This design comes from an exercise in tuning for small area and a short achievable clock period on the open sky130 flow, not from production work.
No functional check of the RTL was part of any run shown here.
Power and IR drop assume default switching activity.

==> flow/design.v, too long to show whole: its modules and the start of the top module <==
// module rdy_gate: 3 lines
// module perceptron_ctrl: 31 lines
// module perceptron_dp: 1096 lines
// module booth_enc: 8 lines
// module oai22m: 3 lines
// module nor2m: 3 lines
// module xor2m: 3 lines
// module xnor2m: 3 lines
// module maj3m: 3 lines
// module fa: 4 lines
// module ha: 4 lines
// module perceptron_top: 44 lines
module perceptron_top #(
    parameter WIDTH = 16
  ) (
    input clk,
    input reset,
    input      val_i,
    output     rdy_o,
    output     val_o,
    input      rdy_i,
    input  [1:0] W1W0b_en_i,
    input        b_i,
    input        W0_i,
    input        W1_i,
    input signed [WIDTH-1:0] X0_i,
    input signed [WIDTH-1:0] X1_i,
    output     Y_o
);
  // ...
==> flow/run.sh <==
#!/bin/bash
# synth_recipe.tcl (not shown) runs the flow's synth.tcl, then flattens the netlist and writes it again
# the make line also repeats each setting of config.mk as NAME=value (left out here)
make -C /OpenROAD-flow-scripts/flow DESIGN_CONFIG=/design/flow/config.mk WORK_HOME=/design/flow/orfs CLKGATE_MAP_FILE= SYNTH_SCRIPT=/design/flow/synth_recipe.tcl finish
==> flow/config.mk <==
export PLATFORM = sky130hd
export DESIGN_NAME = perceptron_top
export DESIGN_NICKNAME = perceptron_top
export VERILOG_FILES = /design/flow/design.v
export SDC_FILE = /design/flow/constraint.sdc
export NUM_CORES = 4
export LEC_CHECK = 0
export CAP_MARGIN = 20
export CORE_MARGIN = 2
export CORE_UTILIZATION = 40
export SETUP_SLACK_MARGIN = 4.5
export SLEW_MARGIN = 20
export SYNTH_HIERARCHICAL = 1
export SYNTH_MINIMUM_KEEP_SIZE = 0
export TNS_END_PERCENT = 0
==> flow/constraint.sdc <==
create_clock -name core_clock -period 9.0 [get_ports {clk}]
set_input_delay 1.8000 -clock core_clock [delete_from_list [all_inputs] [get_ports {clk}]]
set_output_delay 1.8000 -clock core_clock [all_outputs]
set_load 0.01 [all_outputs]
==> summary.md, run 1 <==
| Metric | Value |
|---|---|
| Reg clk slew, reported paths | `80 ps` |
| Share of synthesized cell area in full adder, half adder and majority cells | `0.3744` |
| DR WL/cell | `roughly 24 µm` |
| Top post-synthesis cells by area | `fa_1 (35%), xor2_1 (16%), edfxtp_1 (13%), o22ai_1 (11%), dfxtp_1 (7.1%)` |
| Final slew viol count | `0` |
| Root Buffer | `clkbuf_16` |
| Routed WL | `just under 50 mm` |
| Data buffer area share | `0.1215` |
| Fraction of area in multi-input gates | `0.6596` |
| Reg2Reg Launch Point | `dp.x1[2]` |
| Flop and latch count out of synthesis | `between 100 and 150` |
| Setup_tns | `0 ps` |
| First-pass detailed-route iteration total | `7` |
| Clock network fraction of total power | `0.333` |
| Headroom to the max-slew limit | `0.2955` |
| Worst Hold Path EP | `dp.b[2]` |
| Die Width | `between 150 and 200 µm` |
| Grt total ovfl | `0` |
| Tap Cells | `between 400 and 500` |
| Routability cong. | `approximately 0.89` |
| RSZ-0062 raised after global routing | `yes` |
| Cts hold-fix bufs | `0` |
| Worst setup EP type | `flop` |
| Initial cell density of the core | `0.4082` |
| Hold Crit Depth | `2` |
| Synthesis Warnings | `8` |
| Seq_cells | `109` |
| Status | `timing/DRC/antenna clean` |
| IO Count | `between 40 and 50` |
==> inputs of run 2 (changes only) <==
--- a/flow/design.v
+++ b/flow/design.v
@@ -160,24 +160,24 @@
 wire c997, s998, c999, s1000, c1001, s1002, c1003, s1004, c1005, s1006, c1007, s1008;
 wire c1009, s1010, c1011, s1012, c1013, s1014, c1015, s1016, c1017, s1018, c1019, s1020;
 wire c1021, s1022, c1023, s1024, c1025, s1026, c1027, s1028, c1029, s1030, c1031, s1032;
 wire c1033, s1034, c1035, s1036, c1037, s1038, c1039, s1040, c1041, s1042, c1043, s1044;
 wire c1045, s1046, c1047, s1048, c1049, s1050, c1051, s1052, c1053, s1054, c1055, s1056;
 wire c1057, s1058, c1059, s1060, c1061, s1062, c1063, s1064, c1065, s1066, c1067, s1068;
 wire c1069, s1070, c1071, s1072, c1073, s1074, c1075, s1076, c1077, s1078, c1079, s1080;
 wire c1081, s1082, c1083, s1084, c1085, s1086, c1087, s1088, c1089, g1090, q1091, g1092;
-wire q1093, g1094, q1095, g1096, q1097, g1098, q1099, g1100, q1101, g1102, q1103, g1104;
-wire q1105, g1106, q1107, g1108, q1109, g1110, q1111, g1112, q1113, g1114, q1115, g1116;
-wire q1117, g1118, q1119, g1120, q1121, g1122, q1123, g1124, q1125, g1126, q1127, g1128;
-wire q1129, g1130, q1131, g1132, q1133, g1134, q1135, g1136, q1137, g1138, q1139, g1140;
-wire q1141, g1142, q1143, g1144, q1145, g1146, q1147, g1148, q1149, g1150, q1151, g1152;
-wire q1153, G1154, G1155, G1156, G1157, G1158, G1159, P1160, G1161, G1162, P1163, G1164;
-wire G1165, P1166, G1167, G1168, P1169, G1170, G1171, P1172, G1173, G1174, P1175, G1176;
-wire P1177, G1178, P1179, G1180, G1181, P1182, G1183, P1184, G1185, P1186, G1187, P1188;
+wire q1093, G1094, g1095, q1096, G1097, g1098, q1099, G1100, g1101, q1102, G1103, g1104;
+wire q1105, G1106, g1107, q1108, g1109, q1110, G1111, P1112, g1113, q1114, G1115, g1116;
+wire q1117, G1118, P1119, g1120, q1121, G1122, g1123, q1124, G1125, P1126, g1127, q1128;
+wire G1129, g1130, q1131, G1132, P1133, g1134, q1135, G1136, g1137, q1138, G1139, P1140;
+wire g1141, q1142, G1143, g1144, q1145, g1146, q1147, G1148, P1149, g1150, q1151, g1152;
+wire q1153, G1154, P1155, g1156, q1157, g1158, q1159, G1160, P1161, g1162, q1163, g1164;
+wire q1165, g1166, q1167, g1168, q1169, g1170, q1171, g1172, q1173, g1174, q1175, g1176;
+wire q1177, g1178, q1179, G1180, G1181, P1182, G1183, P1184, G1185, P1186, G1187, P1188;
 wire G1189, P1190, G1191, P1192, G1193, G1194, P1195, G1196, P1197, G1198, G1199, P1200;
 wire G1201;
 booth_enc u_enc0_0 (.wh(w0[1]), .wm(w0[0]), .wl(1'b0), .onen(onen0_0), .twon(twon0_0), .nzn(nzn0_0));
 nor2m u_sel1 (.a(xn0[0]), .b(onen0_0), .y(sel1));
 xor2m u_p2 (.a(sel1), .b(w0[1]), .y(p2));
 oai22m u_sel3 (.a(xn0[1]), .b(onen0_0), .c(xn0[0]), .d(twon0_0), .y(sel3));
 xor2m u_p4 (.a(sel3), .b(w0[1]), .y(p4));
 oai22m u_sel5 (.a(xn0[2]), .b(onen0_0), .c(xn0[1]), .d(twon0_0), .y(sel5));
@@ -859,33 +859,35 @@
 fa u_s786 (.a(c751), .b(s772), .c(s774), .s(s786), .co(c787));
 fa u_s788 (.a(s776), .b(s778), .c(s780), .s(s788), .co(c789));
 fa u_s790 (.a(c753), .b(c755), .c(c757), .s(s790), .co(c791));
 fa u_s792 (.a(s782), .b(s784), .c(s786), .s(s792), .co(c793));
 fa u_s794 (.a(s788), .b(c759), .c(c761), .s(s794), .co(c795));
 fa u_s796 (.a(s790), .b(s792), .c(c763), .s(s796), .co(c797));
 fa u_s798 (.a(c765), .b(s794), .c(s796), .s(s798), .co(c799));
 ha u_s800 (.a(c767), .b(c769), .s(s800), .co(c801));
-fa u_s802 (.a(1'b1), .b(nb545), .c(c771), .s(s802), .co(c803));
+xnor2m u_s802 (.a(nb545), .b(c771), .y(s802));
+or2m u_c803 (.a(nb545), .b(c771), .y(c803));
 fa u_s804 (.a(p32), .b(p62), .c(p92), .s(s804), .co(c805));
 fa u_s806 (.a(p122), .b(p152), .c(p182), .s(s806), .co(c807));
 fa u_s808 (.a(p212), .b(p242), .c(p304), .s(s808), .co(c809));
 fa u_s810 (.a(p334), .b(p364), .c(p394), .s(s810), .co(c811));
 fa u_s812 (.a(p424), .b(p454), .c(p484), .s(s812), .co(c813));
 fa u_s814 (.a(p514), .b(c773), .c(c775), .s(s814), .co(c815));
 fa u_s816 (.a(c777), .b(c779), .c(c781), .s(s816), .co(c817));
 fa u_s818 (.a(s802), .b(s804), .c(s806), .s(s818), .co(c819));
 fa u_s820 (.a(s808), .b(s810), .c(s812), .s(s820), .co(c821));
 fa u_s822 (.a(c783), .b(c785), .c(c787), .s(s822), .co(c823));
 fa u_s824 (.a(c789), .b(s814), .c(s816), .s(s824), .co(c825));
 fa u_s826 (.a(s818), .b(s820), .c(c791), .s(s826), .co(c827));
 fa u_s828 (.a(c793), .b(s822), .c(s824), .s(s828), .co(c829));
 fa u_s830 (.a(c795), .b(s826), .c(s828), .s(s830), .co(c831));
 fa u_s832 (.a(c797), .b(s830), .c(c799), .s(s832), .co(c833));
-fa u_s834 (.a(1'b1), .b(p34), .c(p64), .s(s834), .co(c835));
+xnor2m u_s834 (.a(p34), .b(p64), .y(s834));
+or2m u_c835 (.a(p34), .b(p64), .y(c835));
 fa u_s836 (.a(p94), .b(p124), .c(p154), .s(s836), .co(c837));
 fa u_s838 (.a(p184), .b(p214), .c(p244), .s(s838), .co(c839));
 fa u_s840 (.a(p306), .b(p336), .c(p366), .s(s840), .co(c841));
 fa u_s842 (.a(p396), .b(p426), .c(p456), .s(s842), .co(c843));
 fa u_s844 (.a(p486), .b(p516), .c(c803), .s(s844), .co(c845));
 fa u_s846 (.a(c805), .b(c807), .c(c809), .s(s846), .co(c847));
 fa u_s848 (.a(c811), .b(c813), .c(s834), .s(s848), .co(c849));
 fa u_s850 (.a(s836), .b(s838), .c(s840), .s(s850), .co(c851));
@@ -905,17 +907,18 @@
 fa u_s878 (.a(c843), .b(s866), .c(s868), .s(s878), .co(c879));
 fa u_s880 (.a(s870), .b(s872), .c(c845), .s(s880), .co(c881));
 fa u_s882 (.a(c847), .b(c849), .c(c851), .s(s882), .co(c883));
 fa u_s884 (.a(s874), .b(s876), .c(s878), .s(s884), .co(c885));
 fa u_s886 (.a(c853), .b(s880), .c(c855), .s(s886), .co(c887));
 fa u_s888 (.a(c857), .b(s882), .c(s884), .s(s888), .co(c889));
 fa u_s890 (.a(c859), .b(s886), .c(s888), .s(s890), .co(c891));
 fa u_s892 (.a(c861), .b(s890), .c(c863), .s(s892), .co(c893));
-fa u_s894 (.a(1'b1), .b(p68), .c(p98), .s(s894), .co(c895));
+xnor2m u_s894 (.a(p68), .b(p98), .y(s894));
+or2m u_c895 (.a(p68), .b(p98), .y(c895));
 fa u_s896 (.a(p128), .b(p158), .c(p188), .s(s896), .co(c897));
 fa u_s898 (.a(p218), .b(p248), .c(p340), .s(s898), .co(c899));
 fa u_s900 (.a(p370), .b(p400), .c(p430), .s(s900), .co(c901));
 fa u_s902 (.a(p460), .b(p490), .c(p520), .s(s902), .co(c903));
 fa u_s904 (.a(c867), .b(c869), .c(c871), .s(s904), .co(c905));
 fa u_s906 (.a(c873), .b(s894), .c(s896), .s(s906), .co(c907));
 fa u_s908 (.a(s898), .b(s900), .c(s902), .s(s908), .co(c909));
 fa u_s910 (.a(c875), .b(c877), .c(c879), .s(s910), .co(c911));
@@ -931,17 +934,18 @@
 fa u_s930 (.a(c895), .b(c897), .c(c899), .s(s930), .co(c931));
 fa u_s932 (.a(c901), .b(c903), .c(s922), .s(s932), .co(c933));
 fa u_s934 (.a(s924), .b(s926), .c(s928), .s(s934), .co(c935));
 fa u_s936 (.a(c905), .b(c907), .c(c909), .s(s936), .co(c937));
 fa u_s938 (.a(s930), .b(s932), .c(s934), .s(s938), .co(c939));
 fa u_s940 (.a(c911), .b(c913), .c(s936), .s(s940), .co(c941));
 fa u_s942 (.a(s938), .b(c915), .c(s940), .s(s942), .co(c943));
 fa u_s944 (.a(c917), .b(s942), .c(c919), .s(s944), .co(c945));
-fa u_s946 (.a(1'b1), .b(p102), .c(p132), .s(s946), .co(c947));
+xnor2m u_s946 (.a(p102), .b(p132), .y(s946));
+or2m u_c947 (.a(p102), .b(p132), .y(c947));
 fa u_s948 (.a(p162), .b(p192), .c(p222), .s(s948), .co(c949));
 fa u_s950 (.a(p252), .b(p374), .c(p404), .s(s950), .co(c951));
 fa u_s952 (.a(p434), .b(p464), .c(p494), .s(s952), .co(c953));
 fa u_s954 (.a(p524), .b(c923), .c(c925), .s(s954), .co(c955));
 fa u_s956 (.a(c927), .b(c929), .c(s946), .s(s956), .co(c957));
 fa u_s958 (.a(s948), .b(s950), .c(s952), .s(s958), .co(c959));
 fa u_s960 (.a(c931), .b(c933), .c(c935), .s(s960), .co(c961));
 fa u_s962 (.a(s954), .b(s956), .c(s958), .s(s962), .co(c963));
@@ -953,17 +957,18 @@
 fa u_s974 (.a(p436), .b(p466), .c(p496), .s(s974), .co(c975));
 fa u_s976 (.a(p526), .b(c947), .c(c949), .s(s976), .co(c977));
 fa u_s978 (.a(c951), .b(c953), .c(s970), .s(s978), .co(c979));
 fa u_s980 (.a(s972), .b(s974), .c(c955), .s(s980), .co(c981));
 fa u_s982 (.a(c957), .b(c959), .c(s976), .s(s982), .co(c983));
 fa u_s984 (.a(s978), .b(c961), .c(s980), .s(s984), .co(c985));
 fa u_s986 (.a(c963), .b(s982), .c(c965), .s(s986), .co(c987));
 fa u_s988 (.a(s984), .b(c967), .c(s986), .s(s988), .co(c989));
-fa u_s990 (.a(1'b1), .b(p136), .c(p166), .s(s990), .co(c991));
+xnor2m u_s990 (.a(p136), .b(p166), .y(s990));
+or2m u_c991 (.a(p136), .b(p166), .y(c991));
 fa u_s992 (.a(p196), .b(p226), .c(p256), .s(s992), .co(c993));
 fa u_s994 (.a(p408), .b(p438), .c(p468), .s(s994), .co(c995));
 fa u_s996 (.a(p498), .b(p528), .c(c971), .s(s996), .co(c997));
 fa u_s998 (.a(c973), .b(c975), .c(s990), .s(s998), .co(c999));
 fa u_s1000 (.a(s992), .b(s994), .c(c977), .s(s1000), .co(c1001));
 fa u_s1002 (.a(c979), .b(s996), .c(s998), .s(s1002), .co(c1003));
 fa u_s1004 (.a(c981), .b(c983), .c(s1000), .s(s1004), .co(c1005));
 fa u_s1006 (.a(s1002), .b(c985), .c(s1004), .s(s1006), .co(c1007));
@@ -971,165 +976,169 @@
 fa u_s1010 (.a(p168), .b(p198), .c(p228), .s(s1010), .co(c1011));
 fa u_s1012 (.a(p258), .b(p440), .c(p470), .s(s1012), .co(c1013));
 fa u_s1014 (.a(p500), .b(p530), .c(c991), .s(s1014), .co(c1015));
 fa u_s1016 (.a(c993), .b(c995), .c(s1010), .s(s1016), .co(c1017));
 fa u_s1018 (.a(s1012), .b(c997), .c(c999), .s(s1018), .co(c1019));
 fa u_s1020 (.a(s1014), .b(s1016), .c(c1001), .s(s1020), .co(c1021));
 fa u_s1022 (.a(c1003), .b(s1018), .c(c1005), .s(s1022), .co(c1023));
 fa u_s1024 (.a(s1020), .b(c1007), .c(s1022), .s(s1024), .co(c1025));
-fa u_s1026 (.a(1'b1), .b(p170), .c(p200), .s(s1026), .co(c1027));
+xnor2m u_s1026 (.a(p170), .b(p200), .y(s1026));
+or2m u_c1027 (.a(p170), .b(p200), .y(c1027));
 fa u_s1028 (.a(p230), .b(p260), .c(p442), .s(s1028), .co(c1029));
 fa u_s1030 (.a(p472), .b(p502), .c(p532), .s(s1030), .co(c1031));
 fa u_s1032 (.a(c1011), .b(c1013), .c(s1026), .s(s1032), .co(c1033));
 fa u_s1034 (.a(s1028), .b(s1030), .c(c1015), .s(s1034), .co(c1035));
 fa u_s1036 (.a(c1017), .b(s1032), .c(c1019), .s(s1036), .co(c1037));
 fa u_s1038 (.a(s1034), .b(c1021), .c(s1036), .s(s1038), .co(c1039));
 ha u_s1040 (.a(c1023), .b(s1038), .s(s1040), .co(c1041));
 fa u_s1042 (.a(p202), .b(p232), .c(p262), .s(s1042), .co(c1043));
 fa u_s1044 (.a(p474), .b(p504), .c(p534), .s(s1044), .co(c1045));
 fa u_s1046 (.a(c1027), .b(c1029), .c(c1031), .s(s1046), .co(c1047));
 fa u_s1048 (.a(s1042), .b(s1044), .c(c1033), .s(s1048), .co(c1049));
 fa u_s1050 (.a(s1046), .b(c1035), .c(s1048), .s(s1050), .co(c1051));
 fa u_s1052 (.a(c1037), .b(s1050), .c(c1039), .s(s1052), .co(c1053));
-fa u_s1054 (.a(1'b1), .b(p204), .c(p234), .s(s1054), .co(c1055));
+xnor2m u_s1054 (.a(p204), .b(p234), .y(s1054));
+or2m u_c1055 (.a(p204), .b(p234), .y(c1055));
 fa u_s1056 (.a(p264), .b(p476), .c(p506), .s(s1056), .co(c1057));
 fa u_s1058 (.a(p536), .b(c1043), .c(c1045), .s(s1058), .co(c1059));
 fa u_s1060 (.a(s1054), .b(s1056), .c(c1047), .s(s1060), .co(c1061));
 fa u_s1062 (.a(s1058), .b(c1049), .c(s1060), .s(s1062), .co(c1063));
 ha u_s1064 (.a(c1051), .b(s1062), .s(s1064), .co(c1065));
 fa u_s1066 (.a(p236), .b(p266), .c(p508), .s(s1066), .co(c1067));
 fa u_s1068 (.a(p538), .b(c1055), .c(c1057), .s(s1068), .co(c1069));
 fa u_s1070 (.a(s1066), .b(c1059), .c(s1068), .s(s1070), .co(c1071));
 fa u_s1072 (.a(c1061), .b(s1070), .c(c1063), .s(s1072), .co(c1073));
-fa u_s1074 (.a(1'b1), .b(p238), .c(p268), .s(s1074), .co(c1075));
+xnor2m u_s1074 (.a(p238), .b(p268), .y(s1074));
+or2m u_c1075 (.a(p238), .b(p268), .y(c1075));
 fa u_s1076 (.a(p510), .b(p540), .c(c1067), .s(s1076), .co(c1077));
 fa u_s1078 (.a(s1074), .b(c1069), .c(s1076), .s(s1078), .co(c1079));
 ha u_s1080 (.a(c1071), .b(s1078), .s(s1080), .co(c1081));
 fa u_s1082 (.a(p270), .b(p542), .c(c1075), .s(s1082), .co(c1083));
 fa u_s1084 (.a(c1077), .b(s1082), .c(c1079), .s(s1084), .co(c1085));
-fa u_s1086 (.a(1'b1), .b(p272), .c(p544), .s(s1086), .co(c1087));
+xnor2m u_s1086 (.a(p272), .b(p544), .y(s1086));
+or2m u_c1087 (.a(p272), .b(p544), .y(c1087));
 ha u_s1088 (.a(s1086), .b(c1083), .s(s1088), .co(c1089));
 assign g1090 = s546 & s548;
 assign q1091 = s546 | s548;
 assign g1092 = s550 & s552;
 assign q1093 = s550 | s552;
-assign g1094 = s558 & s560;
-assign q1095 = s558 | s560;
-assign g1096 = s566 & s568;
-assign q1097 = s566 | s568;
-assign g1098 = s578 & s580;
-assign q1099 = s578 | s580;
-assign g1100 = s590 & s592;
-assign q1101 = s590 | s592;
-assign g1102 = s606 & s608;
-assign q1103 = s606 | s608;
-assign g1104 = s622 & s624;
-assign q1105 = s622 | s624;
-assign g1106 = c625 & s644;
-assign q1107 = c625 | s644;
-assign g1108 = s662 & s664;
-assign q1109 = s662 | s664;
-assign g1110 = c665 & s688;
-assign q1111 = c665 | s688;
-assign g1112 = c689 & s712;
-assign q1113 = c689 | s712;
-assign g1114 = c713 & s740;
-assign q1115 = c713 | s740;
-assign g1116 = c741 & s768;
-assign q1117 = c741 | s768;
-assign g1118 = s798 & s800;
-assign q1119 = s798 | s800;
-assign g1120 = c801 & s832;
-assign q1121 = c801 | s832;
-assign g1122 = c833 & s864;
-assign q1123 = c833 | s864;
-assign g1124 = c865 & s892;
-assign q1125 = c865 | s892;
-assign g1126 = c893 & s920;
-assign q1127 = c893 | s920;
-assign g1128 = c921 & s944;
-assign q1129 = c921 | s944;
-assign g1130 = c945 & s968;
-assign q1131 = c945 | s968;
-assign g1132 = c969 & s988;
-assign q1133 = c969 | s988;
-assign g1134 = c989 & s1008;
-assign q1135 = c989 | s1008;
-assign g1136 = c1009 & s1024;
-assign q1137 = c1009 | s1024;
-assign g1138 = c1025 & s1040;
-assign q1139 = c1025 | s1040;
-assign g1140 = c1041 & s1052;
-assign q1141 = c1041 | s1052;
-assign g1142 = c1053 & s1064;
-assign q1143 = c1053 | s1064;
-assign g1144 = c1065 & s1072;
-assign q1145 = c1065 | s1072;
-assign g1146 = c1073 & s1080;
-assign q1147 = c1073 | s1080;
-assign g1148 = c1081 & s1084;
-assign q1149 = c1081 | s1084;
-assign g1150 = c1085 & s1088;
-assign q1151 = c1085 | s1088;
-assign g1152 = c1087 & c1089;
-assign q1153 = c1087 | c1089;
-assign G1154 = g1092 | (q1093 & g1090);
-assign G1155 = g1094 | (q1095 & G1154);
-assign G1156 = g1096 | (q1097 & G1155);
-assign G1157 = g1098 | (q1099 & G1156);
-assign G1158 = g1100 | (q1101 & G1157);
-assign G1159 = g1152 | (q1153 & g1150);
-assign P1160 = q1153 & q1151;
-assign G1161 = g1102 | (q1103 & G1158);
-assign G1162 = G1159 | (P1160 & g1148);
-assign P1163 = P1160 & q1149;
-assign G1164 = g1104 | (q1105 & G1161);
-assign G1165 = G1162 | (P1163 & g1146);
-assign P1166 = P1163 & q1147;
-assign G1167 = g1106 | (q1107 & G1164);
-assign G1168 = G1165 | (P1166 & g1144);
-assign P1169 = P1166 & q1145;
-assign G1170 = g1108 | (q1109 & G1167);
-assign G1171 = G1168 | (P1169 & g1142);
-assign P1172 = P1169 & q1143;
-assign G1173 = g1110 | (q1111 & G1170);
-assign G1174 = g1114 | (q1115 & g1112);
-assign P1175 = q1115 & q1113;
-assign G1176 = g1136 | (q1137 & g1134);
-assign P1177 = q1137 & q1135;
-assign G1178 = g1140 | (q1141 & g1138);
-assign P1179 = q1141 & q1139;
+assign G1094 = g1092 | (q1093 & g1090);
+assign g1095 = s558 & s560;
+assign q1096 = s558 | s560;
+assign G1097 = g1095 | (q1096 & G1094);
+assign g1098 = s566 & s568;
+assign q1099 = s566 | s568;
+assign G1100 = g1098 | (q1099 & G1097);
+assign g1101 = s578 & s580;
+assign q1102 = s578 | s580;
+assign G1103 = g1101 | (q1102 & G1100);
+assign g1104 = s590 & s592;
+assign q1105 = s590 | s592;
+assign G1106 = g1104 | (q1105 & G1103);
+assign g1107 = c1085 & s1088;
+assign q1108 = c1085 | s1088;
+assign g1109 = c1087 & c1089;
+assign q1110 = c1087 | c1089;
+assign G1111 = g1109 | (q1110 & g1107);
+assign P1112 = q1110 & q1108;
+assign g1113 = s606 & s608;
+assign q1114 = s606 | s608;
+assign G1115 = g1113 | (q1114 & G1106);
+assign g1116 = c1081 & s1084;
+assign q1117 = c1081 | s1084;
+assign G1118 = G1111 | (P1112 & g1116);
+assign P1119 = P1112 & q1117;
+assign g1120 = s622 & s624;
+assign q1121 = s622 | s624;
+assign G1122 = g1120 | (q1121 & G1115);
+assign g1123 = c1073 & s1080;
+assign q1124 = c1073 | s1080;
+assign G1125 = G1118 | (P1119 & g1123);
+assign P1126 = P1119 & q1124;
+assign g1127 = c625 & s644;
+assign q1128 = c625 | s644;
+assign G1129 = g1127 | (q1128 & G1122);
+assign g1130 = c1065 & s1072;
+assign q1131 = c1065 | s1072;
+assign G1132 = G1125 | (P1126 & g1130);
+assign P1133 = P1126 & q1131;
+assign g1134 = s662 & s664;
+assign q1135 = s662 | s664;
+assign G1136 = g1134 | (q1135 & G1129);
+assign g1137 = c1053 & s1064;
+assign q1138 = c1053 | s1064;
+assign G1139 = G1132 | (P1133 & g1137);
+assign P1140 = P1133 & q1138;
+assign g1141 = c665 & s688;
+assign q1142 = c665 | s688;
+assign G1143 = g1141 | (q1142 & G1136);
+assign g1144 = c689 & s712;
+assign q1145 = c689 | s712;
+assign g1146 = c713 & s740;
+assign q1147 = c713 | s740;
+assign G1148 = g1146 | (q1147 & g1144);
+assign P1149 = q1147 & q1145;
+assign g1150 = c989 & s1008;
+assign q1151 = c989 | s1008;
+assign g1152 = c1009 & s1024;
+assign q1153 = c1009 | s1024;
+assign G1154 = g1152 | (q1153 & g1150);
+assign P1155 = q1153 & q1151;
+assign g1156 = c1025 & s1040;
+assign q1157 = c1025 | s1040;
+assign g1158 = c1041 & s1052;
+assign q1159 = c1041 | s1052;
+assign G1160 = g1158 | (q1159 & g1156);
+assign P1161 = q1159 & q1157;
 reg [26:0] cs;
 always @ (posedge clk)
 begin
   if (en_egress == 1)
-    cs <= {P1172, G1171, P1179, G1178, P1177, G1176, q1133, g1132, q1131, g1130, q1129, g1128, q1127, g1126, q1125, g1124, q1123, g1122, q1121, g1120, q1119, g1118, q1117, g1116, P1175, G1174, G1173};
+    cs <= {P1140, G1139, P1161, G1160, P1155, G1154, s988, c969, s968, c945, s944, c921, s920, c893, s892, c865, s864, c833, s832, c801, s800, s798, s768, c741, P1149, G1148, G1143};
 end
+assign g1162 = cs[3] & cs[4];
+assign q1163 = cs[3] | cs[4];
+assign g1164 = cs[5] & cs[6];
+assign q1165 = cs[5] | cs[6];
+assign g1166 = cs[7] & cs[8];
+assign q1167 = cs[7] | cs[8];
+assign g1168 = cs[9] & cs[10];
+assign q1169 = cs[9] | cs[10];
+assign g1170 = cs[11] & cs[12];
+assign q1171 = cs[11] | cs[12];
+assign g1172 = cs[13] & cs[14];
+assign q1173 = cs[13] | cs[14];
+assign g1174 = cs[15] & cs[16];
+assign q1175 = cs[15] | cs[16];
+assign g1176 = cs[17] & cs[18];
+assign q1177 = cs[17] | cs[18];
+assign g1178 = cs[19] & cs[20];
+assign q1179 = cs[19] | cs[20];
 assign G1180 = cs[1] | (cs[2] & cs[0]);
-assign G1181 = cs[5] | (cs[6] & cs[3]);
-assign P1182 = cs[6] & cs[4];
-assign G1183 = cs[9] | (cs[10] & cs[7]);
-assign P1184 = cs[10] & cs[8];
-assign G1185 = cs[13] | (cs[14] & cs[11]);
-assign P1186 = cs[14] & cs[12];
-assign G1187 = cs[17] | (cs[18] & cs[15]);
-assign P1188 = cs[18] & cs[16];
-assign G1189 = cs[21] | (cs[22] & cs[19]);
-assign P1190 = cs[22] & cs[20];
-assign G1191 = cs[25] | (cs[26] & cs[23]);
-assign P1192 = cs[26] & cs[24];
-assign G1193 = G1181 | (P1182 & G1180);
-assign G1194 = G1185 | (P1186 & G1183);
-assign P1195 = P1186 & P1184;
-assign G1196 = G1189 | (P1190 & G1187);
-assign P1197 = P1190 & P1188;
+assign G1181 = cs[23] | (cs[24] & cs[21]);
+assign P1182 = cs[24] & cs[22];
+assign G1183 = g1164 | (q1165 & g1162);
+assign P1184 = q1165 & q1163;
+assign G1185 = g1168 | (q1169 & g1166);
+assign P1186 = q1169 & q1167;
+assign G1187 = g1172 | (q1173 & g1170);
+assign P1188 = q1173 & q1171;
+assign G1189 = g1176 | (q1177 & g1174);
+assign P1190 = q1177 & q1175;
+assign G1191 = G1181 | (P1182 & g1178);
+assign P1192 = P1182 & q1179;
+assign G1193 = G1183 | (P1184 & G1180);
+assign G1194 = G1187 | (P1188 & G1185);
+assign P1195 = P1188 & P1186;
+assign G1196 = G1191 | (P1192 & G1189);
+assign P1197 = P1192 & P1190;
 assign G1198 = G1194 | (P1195 & G1193);
-assign G1199 = G1191 | (P1192 & G1196);
-assign P1200 = P1192 & P1197;
+assign G1199 = cs[25] | (cs[26] & G1196);
+assign P1200 = cs[26] & P1197;
 assign G1201 = G1199 | (P1200 & G1198);
 assign Y_o = ~(1'b1 ^ G1201);
 endmodule
 module booth_enc (input wh, input wm, input wl,
                   output onen, output twon, output nzn);
   wire one = wm ^ wl;
   wire two = (wh ^ wm) & ~(wm ^ wl);
   assign onen = ~one;
@@ -1150,16 +1159,19 @@
 endmodule
 module maj3m (input a, input b, input c, output y);
   assign y = (a & b) | (a & c) | (b & c);
 endmodule
 module fa (input a, input b, input c, output s, output co);
   assign s  = a ^ b ^ c;
   assign co = (a & b) | (a & c) | (b & c);
 endmodule
+module or2m (input a, input b, output y);
+  assign y = a | b;
+endmodule
 module ha (input a, input b, output s, output co);
   assign s  = a ^ b;
   assign co = a & b;
 endmodule
 module perceptron_top #(
     parameter WIDTH = 16
   ) (
     input clk,
==> flow/config.mk (replaced) <==
export PLATFORM = sky130hd
export DESIGN_NAME = perceptron_top
export DESIGN_NICKNAME = perceptron_top
export VERILOG_FILES = /design/flow/design.v
export SDC_FILE = /design/flow/constraint.sdc
export NUM_CORES = 4
export LEC_CHECK = 0
export CAP_MARGIN = 20
export CORE_MARGIN = 2
export CORE_UTILIZATION = 40
export SETUP_SLACK_MARGIN = 3.5
export SLEW_MARGIN = 20
export SYNTH_HIERARCHICAL = 1
export SYNTH_MINIMUM_KEEP_SIZE = 0
==> run 2 against run 1 <==
Sequential cell count did not move. Largest cell class unchanged. Global-route usage shrank 3.0 points. Largest power group unchanged. Critical path depth increased by 5. Still clean. Synthesized area is 0.46% lower.
==> summary.md, run 2 <==
| Metric | Value |
|---|---|
| RSZ-0062 raised after global routing | `yes (unchanged)` |
| CP required | `9130 ps (was 9140 ps)` |
| CP Cell Sequence | `and3b_2, a21oi_1, buf_4, o22ai_1, xor2_1, fa_1, fa_1, fa_1, fa_1, fa_1, ha_1, o22ai_1, o21ai_1, or3_1, o22ai_1, nor3_2 (was inv_1, o22ai_1, xor2_1, fa_1, fa_1, fa_1, fa_1, fa_1, fa_1, fa_1, or2_2)` |
| Initial antenna violation count | `0 (unchanged)` |
| Detailed placement HPWL | `32.45 mm (was 31.22 mm)` |
| Finish-stage setup viols | `0 (unchanged)` |
| Most frequent cells in the layout | `xor2_1 (256), o22ai_1 (248), fa_1 (240) (was xor2_1 (256), o22ai_1 (228), fa_1 (224))` |
| Max incr delay on CP | `620 ps (was 560 ps)` |
| Clock sink count | `109 (unchanged)` |
| Pwr per Cell Area | `77.20 nW/µm² (was 72.41 nW/µm²)` |
| Flop and latch count out of synthesis | `109 (unchanged)` |
| Clock latency (worst-skew pair) | `380 ps (was 400 ps)` |
| # fillers | `3213 (was 3066)` |
| Layout cells sized above 1 | `0.08008 (was 0.2175)` |
| Final count of hold timing violations | `0 (unchanged)` |
| Detail Route Antenna Nets | `0 (unchanged)` |
| Fin crit period | `5251 ps (was 4890 ps)` |
| Root Buffer | `clkbuf_16 (unchanged)` |
| Routability cong. | `0.9388 (was 0.8857)` |
| DRC Markers | `0 (unchanged)` |
| Netlist cell types | `47 (was 46)` |
| Worst Hold Class | `reg2reg (unchanged)` |
| Synthesis Warnings | `8 (unchanged)` |
| Grt total ovfl | `0 (unchanged)` |
| First-pass detailed-route iteration total | `8 (was 7)` |
| CTS H-tree depth | `3 (unchanged)` |
| Die Width | `191.8 µm (was 192.2 µm)` |
| WP data arrival | `5390 ps (was 5030 ps)` |
| Top cell type's share of synthesized area | `0.3407 (was 0.3518)` |
| Slew @ Worst Pin | `918.4 ps (was 1057 ps)` |
| Number of flip-flops in the largest register | `27 (unchanged)` |
| Syn avg cell area | `10.59 µm² (was 10.69 µm²)` |
| Biggest register | `dp.cs (unchanged)` |
| Initial cell density of the core | `0.4073 (was 0.4082)` |
| P&R area growth vs syn | `13.28% (was 27.08%)` |
| Port bufs | `43 (unchanged)` |
| Core region area | `34630 µm² (was 34710 µm²)` |
| Via density | `5.934 (was 6.087)` |
| Most common cell after layout, fill and taps aside | `xor2_1 (unchanged)` |
| CP max FO | `29 (was 16)` |
| CTS tree | `yes (unchanged)` |
| Most common cell in the netlist | `xor2_1 (unchanged)` |
| Headroom to the max-slew limit | `0.3871 (was 0.2955)` |
| Ant. Diodes | `0 (unchanged)` |
| DR iter-0 viols | `1137 (was 1359)` |
| Reg clk slew, reported paths | `90 ps (was 80 ps)` |
| Hold_ws | `471.4 ps (was 503.6 ps)` |
| First-pass GRT wire length | `66.99 mm (was 75.10 mm)` |
| Final slew viol count | `0 (unchanged)` |
| CP Launch Type | `flop (unchanged)` |
| Top_reg_cell synth | `edfxtp_1 (unchanged)` |
| Seq/Total Area, Yosys | `0.1966 (was 0.1957)` |
| Fin crit share | `0.5835 (was 0.5434)` |
| Status | `timing/DRC/antenna clean (unchanged)` |
| Critical-path top delay cell | `dfxtp_4 (was inv_1)` |
| WS Path Type | `reg2reg (unchanged)` |
| Max Root-Sink Buffers | `2 (unchanged)` |
| Max Clk Rate | `0.1904 GHz (was 0.2045 GHz)` |
| Row count | `68 (unchanged)` |
| IO Count | `44 (unchanged)` |
| Pleak | `8.042 nW (was 8.872 nW)` |
| Post-Syn Area | `14100 µm² (was 14170 µm²)` |
| Asr flop ratio synth | `0 (unchanged)` |
| Pin count of the biggest net entering global routing | `53 (unchanged)` |
| Die ar. | `36780 µm² (was 36940 µm²)` |
| CTS Buf Count | `9 (unchanged)` |
| Top post-synthesis cells by area | `fa_1 (34%), xor2_1 (16%), edfxtp_1 (13%), o22ai_1 (11%), dfxtp_1 (7.1%) (was fa_1 (35%), xor2_1 (16%), edfxtp_1 (13%), o22ai_1 (11%), dfxtp_1 (7.1%))` |
| Worst Skew | `11.41 ps (was 20.19 ps)` |
| Worst setup EP type | `flop (unchanged)` |
| DR WL/cell | `23.74 µm (was 24.22 µm)` |
| Nets | `1735 (was 1853)` |
| Peak supply drop | `0.07745 mV (was 0.09291 mV)` |
| Worst Path Buf+Inv | `1 (unchanged)` |
| DR vias | `11220 (was 12170)` |
| Number of enable flip-flop cells after synthesis | `59 (unchanged)` |
| CP delay by family, top | `adder cells (unchanged)` |
| Post-Syn Instances | `1332 (was 1326)` |
| Top post-synthesis cells by count | `xor2_1 (256), o22ai_1 (248), fa_1 (240) (was xor2_1 (256), fa_1 (249), o22ai_1 (245))` |
| Total GRT Usage | `0.2456 (was 0.2760)` |
| Most used cell, CP | `fa_1 (unchanged)` |
| Setup_tns | `0 ps (unchanged)` |
| Largest area contributor in the synthesized netlist | `fa_1 (unchanged)` |
| Vias in the first global route | `11080 (was 12750)` |
| Routed WL | `44.89 mm (was 48.45 mm)` |
| Die height | `191.8 µm (was 192.2 µm)` |
| # Max-Cap Violations | `0 (unchanged)` |
-- run 2: cell count changes in the layout (fill, tap and decap cells not counted), sizes merged, moves of 4 or more --
cell and delta:
a21oi +4, clkinvlp -18, fa -9, xnor2 +9, and2 -10, conb -9, nor2 +5, inv +18
nand2 -4, buf -108
-- run 2: modules after synthesis, one instance, submodules excluded, a selection --
module,copies in the design,cells inside
or2m,9,1
xnor2m,25,1
oai22m,240,1
rdy_gate,2,2
ha,23,1
nor2m,32,1
fa,240,1
perceptron_ctrl,1,8
booth_enc,16,7
perceptron_dp,1,383
xor2m,256,1
-- run 2: logic make-up (layout without fill, tap and decap cells) --
| kind of cell | count (synthesis) | count (layout) | share of synthesized area |
|---|---|---|---|
| AOI/OAI and AO/OA | 356 | 356 | 0.1574 |
| xor gates and xnor gates | 297 | 297 | 0.1844 |
| adders and majority gates | 266 | 266 | 0.3633 |
| buffers and inverters | 53 | 148 | 0.01419 |
| DFF | 109 | 109 | 0.1966 |
| muxes | 1 | 1 | 0.0007098 |
| other | 1 | 10 | 0.0002659 |
| and+or+nand+nor | 249 | 249 | 0.08313 |
-- run 2: worst paths after layout --
| kind | startpoint | end | slack [ps] | depth (start not counted) |
|---|---|---|---|---|
| hold / removal | dp.b[15] | dp.b[15] | 470 | 2 |
| hold reg to reg | dp.b[15] | dp.b[15] | 470 | 2 |
| setup reg to reg | dp.w0[3] | dp.cs[0] | 3750 | 16 |
| setup / recovery | dp.w0[3] | dp.cs[0] | 3750 | 16 |
-- run 2: where the power goes --
| group | internal, W | total [W] | switching (W) |
|---|---|---|---|
| Combinational | 0.000104 | 0.000265 | 0.000161 |
| Clock | 0.000196 | 0.000413 | 0.000218 |
| Sequential | 0.000543 | 0.000555 | 0.0000125 |
| Total | 0.000843 | 0.00123 | 0.000391 |
-- run 2: layout make-up --
cell class	instances	area, µm²	area share
repair buffers	95	923.4	0.05780
flip-flops and latches	109	2829	0.1771
multi-input cells	1179	11220	0.7025
well taps	455	569.3	0.03563
inverters	37	138.9	0.008693
clock buffers	9	225.2	0.01410
clock inverters	7	67.56	0.004229
-- run 2: routing by layer --
layer  share of wire  global-route usage  vias to the layer above
met1            0.42              0.3286                     5603
met5               0                   0                        -
met3           0.085             0.06267                      112
met4           0.045              0.1024                        0
li1                -                   -                     4958
met2            0.45              0.3791                      549
-- run 2: tightest hold or removal path: cells and delay by family, from the launching register on --
| family | cells | cell delay, ps |
|---|---|---|
| AOI/OAI and AO/OA | 1 | 50 |
| and+or+nand+nor | 1 | 50 |
| DFF | 1 | 320 |
-- run 2: through the flow --
step	area (µm²)	cells	power, W	util	setup WS, ps
after floorplan	14160	1341	0.0007297	-	3459
after global placement	15340	1855	0.0008255	0.4431	2982
after detailed placement	15350	1855	0.0008324	0.4432	2992
after CTS	15670	1871	0.001245	0.4524	3408
after global routing	15980	1891	0.001290	0.4614	3459
final	15980	1891	0.001233	0.4614	3749
-- run 2: timing repair --
| item | CTS | global route |
|---|---|---|
| resized for setup | 8 | 13 |
| buffers inserted | 0 | 20 |
| endpoints found under the setup margin | 14 | 2 |
| hold buffers | 0 | 0 |
==> inputs of run 3 (changes only) <==
--- a/flow/config.mk
+++ b/flow/config.mk
@@ -8,7 +8,7 @@
 export CAP_MARGIN = 20
 export CORE_MARGIN = 2
 export CORE_UTILIZATION = 40
-export SETUP_SLACK_MARGIN = 3.5
+export SETUP_SLACK_MARGIN = 4.5
 export SLEW_MARGIN = 20
 export SYNTH_HIERARCHICAL = 1
 export SYNTH_MINIMUM_KEEP_SIZE = 0
==> run 3 against run 2 <==
Clock skew is 1.3 ps higher. Register-to-register slack better by 510 ps. Setup slack better by 510 ps. Still clean.
==> summary.md, run 3 <==
| Metric | Value |
|---|---|
| RSZ-0062 raised after global routing | `yes (unchanged)` |
| CP Launch Type | `flop (unchanged)` |
| First-pass detailed-route iteration total | `6 (was 8)` |
| Top cell type's share of synthesized area | `0.3407 (unchanged)` |
| Root Buffer | `clkbuf_16 (unchanged)` |
| Vias in the first global route | `13050 (was 11080)` |
| Initial cell density of the core | `0.4073 (unchanged)` |
| Ant. Diodes | `0 (unchanged)` |
| Worst reg-to-reg path cell count | `17 (was 16)` |
| Critical-path top delay cell | `fa_1 (was dfxtp_4)` |
| Top_reg_cell synth | `edfxtp_1 (unchanged)` |
| Fin crit period | `4740 ps (was 5251 ps)` |
| Routed WL | `50.23 mm (was 44.89 mm)` |
| Cts hold-fix bufs | `0 (unchanged)` |
| Number of flip-flops in the largest register | `27 (unchanged)` |
| P&R area growth vs syn | `34.53% (was 13.28%)` |
| Fin crit share | `0.5267 (was 0.5835)` |
| Die height | `191.8 µm (unchanged)` |
| Flop and latch count out of synthesis | `109 (unchanged)` |
| Grt total ovfl | `0 (unchanged)` |
| Finish-stage setup viols | `0 (unchanged)` |
| Max Root-Sink Buffers | `2 (unchanged)` |
| Core region area | `34630 µm² (unchanged)` |
| Peak supply drop | `0.08828 mV (was 0.07745 mV)` |
| Via density | `6.115 (was 5.934)` |
| Post-Syn Instances | `1332 (unchanged)` |
| Most used cell, CP | `fa_1 (unchanged)` |
| Largest area contributor in the synthesized netlist | `fa_1 (unchanged)` |
| Final count of hold timing violations | `0 (unchanged)` |
| Row count | `68 (unchanged)` |
| Hold Crit Depth | `2 (unchanged)` |
| # Max-Cap Violations | `0 (unchanged)` |
| WP data arrival | `4880 ps (was 5390 ps)` |
| Max incr delay on CP | `580 ps (was 620 ps)` |
| Worst Hold Class | `reg2reg (unchanged)` |
| Pwr per Cell Area | `69.72 nW/µm² (was 77.20 nW/µm²)` |
| Number of enable flip-flop cells after synthesis | `59 (unchanged)` |
| Synthesis Warnings | `8 (unchanged)` |
| Routability cong. | `0.8972 (was 0.9388)` |
| Asr flop ratio synth | `0 (unchanged)` |
| DRC Markers | `0 (unchanged)` |
| CP max FO | `4 (was 29)` |
| DR WL/cell | `24.48 µm (was 23.74 µm)` |
| Final worst slack | `4260 ps (was 3749 ps)` |
| Clock latency (worst-skew pair) | `380 ps (about the same)` |
| IO Count | `44 (unchanged)` |
| Netlist cell types | `47 (unchanged)` |
| Layout cells sized above 1 | `0.3206 (was 0.08008)` |
| Top post-synthesis cells by count | `xor2_1 (256), o22ai_1 (248), fa_1 (240) (unchanged)` |
| Detail Route Antenna Nets | `0 (unchanged)` |
| Most frequent cells in the layout | `xor2_1 (245), o22ai_1 (208), fa_1 (154) (was xor2_1 (256), o22ai_1 (248), fa_1 (240))` |
| Status | `timing/DRC/antenna clean (unchanged)` |
| Final slew viol count | `0 (unchanged)` |
| Psw | `0.0004167 W (was 0.0003909 W)` |
| Clock sink count | `109 (unchanged)` |
| WS Path Type | `reg2reg (unchanged)` |
| Sequential group share of total power | `0.421 (was 0.450)` |
| CP required | `9140 ps (was 9130 ps)` |
| Total GRT Usage | `0.2840 (was 0.2456)` |
| Top post-synthesis cells by area | `fa_1 (34%), xor2_1 (16%), edfxtp_1 (13%), o22ai_1 (11%), dfxtp_1 (7.1%) (unchanged)` |
| Clock network fraction of total power | `0.350 (was 0.335)` |
| Sw frac | `0.3151 (was 0.3169)` |
| # fillers | `2924 (was 3213)` |
| Worst setup EP type | `flop (unchanged)` |
| CP Cell Sequence | `buf_6, and3b_2, a21oi_4, buf_12, buf_12, o22ai_1, xor2_1, fa_1, fa_2, fa_1, fa_1, ha_4, o22ai_2, o21ai_2, or3_1, o22ai_2, nor3_2 (was and3b_2, a21oi_1, buf_4, o22ai_1, xor2_1, fa_1, fa_1, fa_1, fa_1, fa_1, ha_1, o22ai_1, o21ai_1, or3_1, o22ai_1, nor3_2)` |
| Headroom to the max-slew limit | `0.4855 (was 0.3871)` |
| Detailed placement HPWL | `31.10 mm (was 32.45 mm)` |
| Nets | `1896 (was 1735)` |
| Most common cell after layout, fill and taps aside | `xor2_1 (unchanged)` |
| DR vias | `12550 (was 11220)` |
| Place WS | `3566 ps (was 2992 ps)` |
| Worst Skew | `12.74 ps (was 11.41 ps)` |
| Post-Syn Area | `14100 µm² (unchanged)` |
| Pleak | `8.853 nW (was 8.042 nW)` |
| Initial antenna violation count | `0 (unchanged)` |
| Die ar. | `36780 µm² (unchanged)` |
| Pint | `0.0009060 W (was 0.0008425 W)` |
| Slew @ Worst Pin | `771.8 ps (was 918.4 ps)` |
| Most common cell in the netlist | `xor2_1 (unchanged)` |
| DR iter-0 viols | `1291 (was 1137)` |
| Max Clk Rate | `0.2110 GHz (was 0.1904 GHz)` |
| CTS tree | `yes (unchanged)` |
| Die Width | `191.8 µm (unchanged)` |
| Seq/Total Area, Yosys | `0.1966 (unchanged)` |
| CTS Buf Count | `9 (unchanged)` |
| Pin count of the biggest net entering global routing | `53 (unchanged)` |
| Port bufs | `43 (unchanged)` |
| Reg clk slew, reported paths | `90 ps (about the same)` |
| First-pass GRT wire length | `77.14 mm (was 66.99 mm)` |
| Biggest register | `dp.cs (unchanged)` |
| Syn avg cell area | `10.59 µm² (unchanged)` |
| Logic pwr share | `0.229 (was 0.215)` |
| CTS H-tree depth | `3 (unchanged)` |
| Setup_tns | `0 ps (unchanged)` |
## run 3: changes by cell type in the layout (fill, tap and decap cells not counted), sizes merged
cell           change
dlygate4sd2        +1
clkinv             -2
clkdlybuf4s18      +1
clkdlybuf4s15      +1
bufinv             +1
clkdlybuf4s50      -4
inv               -30
buf              +163
clkinvlp          +30
## run 3: stage by stage
| step | utilization | instance area, µm² | std cells | hold slack [ps] | power [W] |
|---|---|---|---|---|---|
| after floorplan | - | 14600 | 1341 | 436.3 | 0.0007281 |
| after global placement | 0.4506 | 15610 | 1832 | 447.4 | 0.0008136 |
| after detailed placement | 0.4506 | 15610 | 1832 | 466.2 | 0.0008169 |
| after CTS | 0.5332 | 18460 | 2032 | 477.3 | 0.001313 |
| after global routing | 0.5479 | 18970 | 2052 | 495.2 | 0.001377 |
| final | 0.5479 | 18970 | 2052 | 478.5 | 0.001323 |
## run 3: metal layers
layer | track usage | up-vias | part of all wire
li1 | - | 5276 | -
met1 | 0.3476 | 6292 | 0.37
met2 | 0.4622 | 755 | 0.47
met3 | 0.04933 | 225 | 0.083
met4 | 0.1861 | 0 | 0.073
met5 | 0 | - | 0
## run 3: timing repair
action | CTS | global route
hold endpoints to repair | 0 | 0
setup endpoints to repair | 29 | 24
gates resized for setup | 184 | 73
cloned | 1 | 0
pin swaps | 111 | 83
setup buffers | 183 | 19
## run 3: worst paths after layout
path	from	to	slack, ps
max	dp.w1[5]	dp.cs[0]	4260
min	dp.b[15]	dp.b[15]	480
max reg2reg	dp.w1[5]	dp.cs[0]	4260
min reg2reg	dp.b[15]	dp.b[15]	480
## run 3: cells by family after synthesis
kind of cell    share of synthesized area
compound gates                     0.1574
xor+xnor                           0.1844
fa+ha+maj                          0.3633
buf+inv                           0.01419
flops                              0.1966
mux                             0.0007098
other cells                     0.0002659
simple gates                      0.08313
## run 3: power groups by stage
stage / registers (W) / clock network (W) / logic, W
floorplan: 0.000563 / 0 / 0.000165
global placement: 0.000566 / 0 / 0.000247
detailed placement: 0.000567 / 0 / 0.000250
CTS: 0.000555 / 0.000470 / 0.000287
global route: 0.000559 / 0.000487 / 0.000330
finish: 0.000557 / 0.000464 / 0.000303
## run 3: critical path, delay by kind of cell (launching register included)
| family | cells | cell delay (ps) |
|---|---|---|
| AOI/OAI and AO/OA | 5 | 670 |
| buffers and inverters | 3 | 360 |
| DFF | 1 | 360 |
| xor gates and xnor gates | 1 | 180 |
| adders and majority gates | 5 | 2280 |
| and+or+nand+nor | 3 | 650 |
## run 3: area by class of cell
type,count,area [µm²],area share
Clock buffer,10,239.0,0.01260
Clock inverter,6,88.84,0.004682
Tap cell,455,569.3,0.03001
Timing Repair Buffer,256,2610,0.1376
Inverter,37,251.5,0.01326
Multi-Input combinational cell,1179,12350,0.6507
Sequential cell,109,2868,0.1511
## run 3: modules after synthesis, one instance, submodules excluded, a selection
module           flip-flops and latches  times used  cells  area, µm²
perceptron_dp                       107           1    383       4045
perceptron_ctrl                       2           1      8      108.9
booth_enc                             0          16      7      42.54
fa                                    0         240      1      20.02
rdy_gate                              0           2      2      18.77
ha                                    0          23      1      12.51
xnor2m                                0          25      1      8.758
xor2m                                 0         256      1      8.758
oai22m                                0         240      1      6.256
or2m                                  0           9      1      6.256
nor2m                                 0          32      1      3.754

## separate check: timing with driven ports
No port has a modelled driver above. Below, the same layouts with a new extraction and two added sets of constraints.
Step 1: set_driving_cell puts a clkbuf_16 on clk and a buf_2 on each other input, an assumption about the parent block.
Step 2 also shifts input and output timing later by t, the mid clock arrival at the registers, as if the neighbouring blocks saw the same clock.
Slacks: ideal / step 1 / step 2; pairs: ideal / step 1.
run | t (ns) | setup WS [ns] | hold WS [ns] | worst setup path after step 2
run 1 | 0.441 | 4.110 / 4.110 / 4.110 | 0.504 / 0.504 / 0.504 | register to register
run 2 | 0.425 | 3.749 / 3.740 / 3.740 | 0.471 / 0.471 / 0.471 | input to output
run 3 | 0.433 | 4.260 / 4.260 / 4.260 | 0.479 / 0.479 / 0.479 | register to register
After both steps every run listed still meets setup and hold. The setup slack of run 2, which loses most, moves by -0.009 ns with the drivers and by -0.009 ns with both steps.
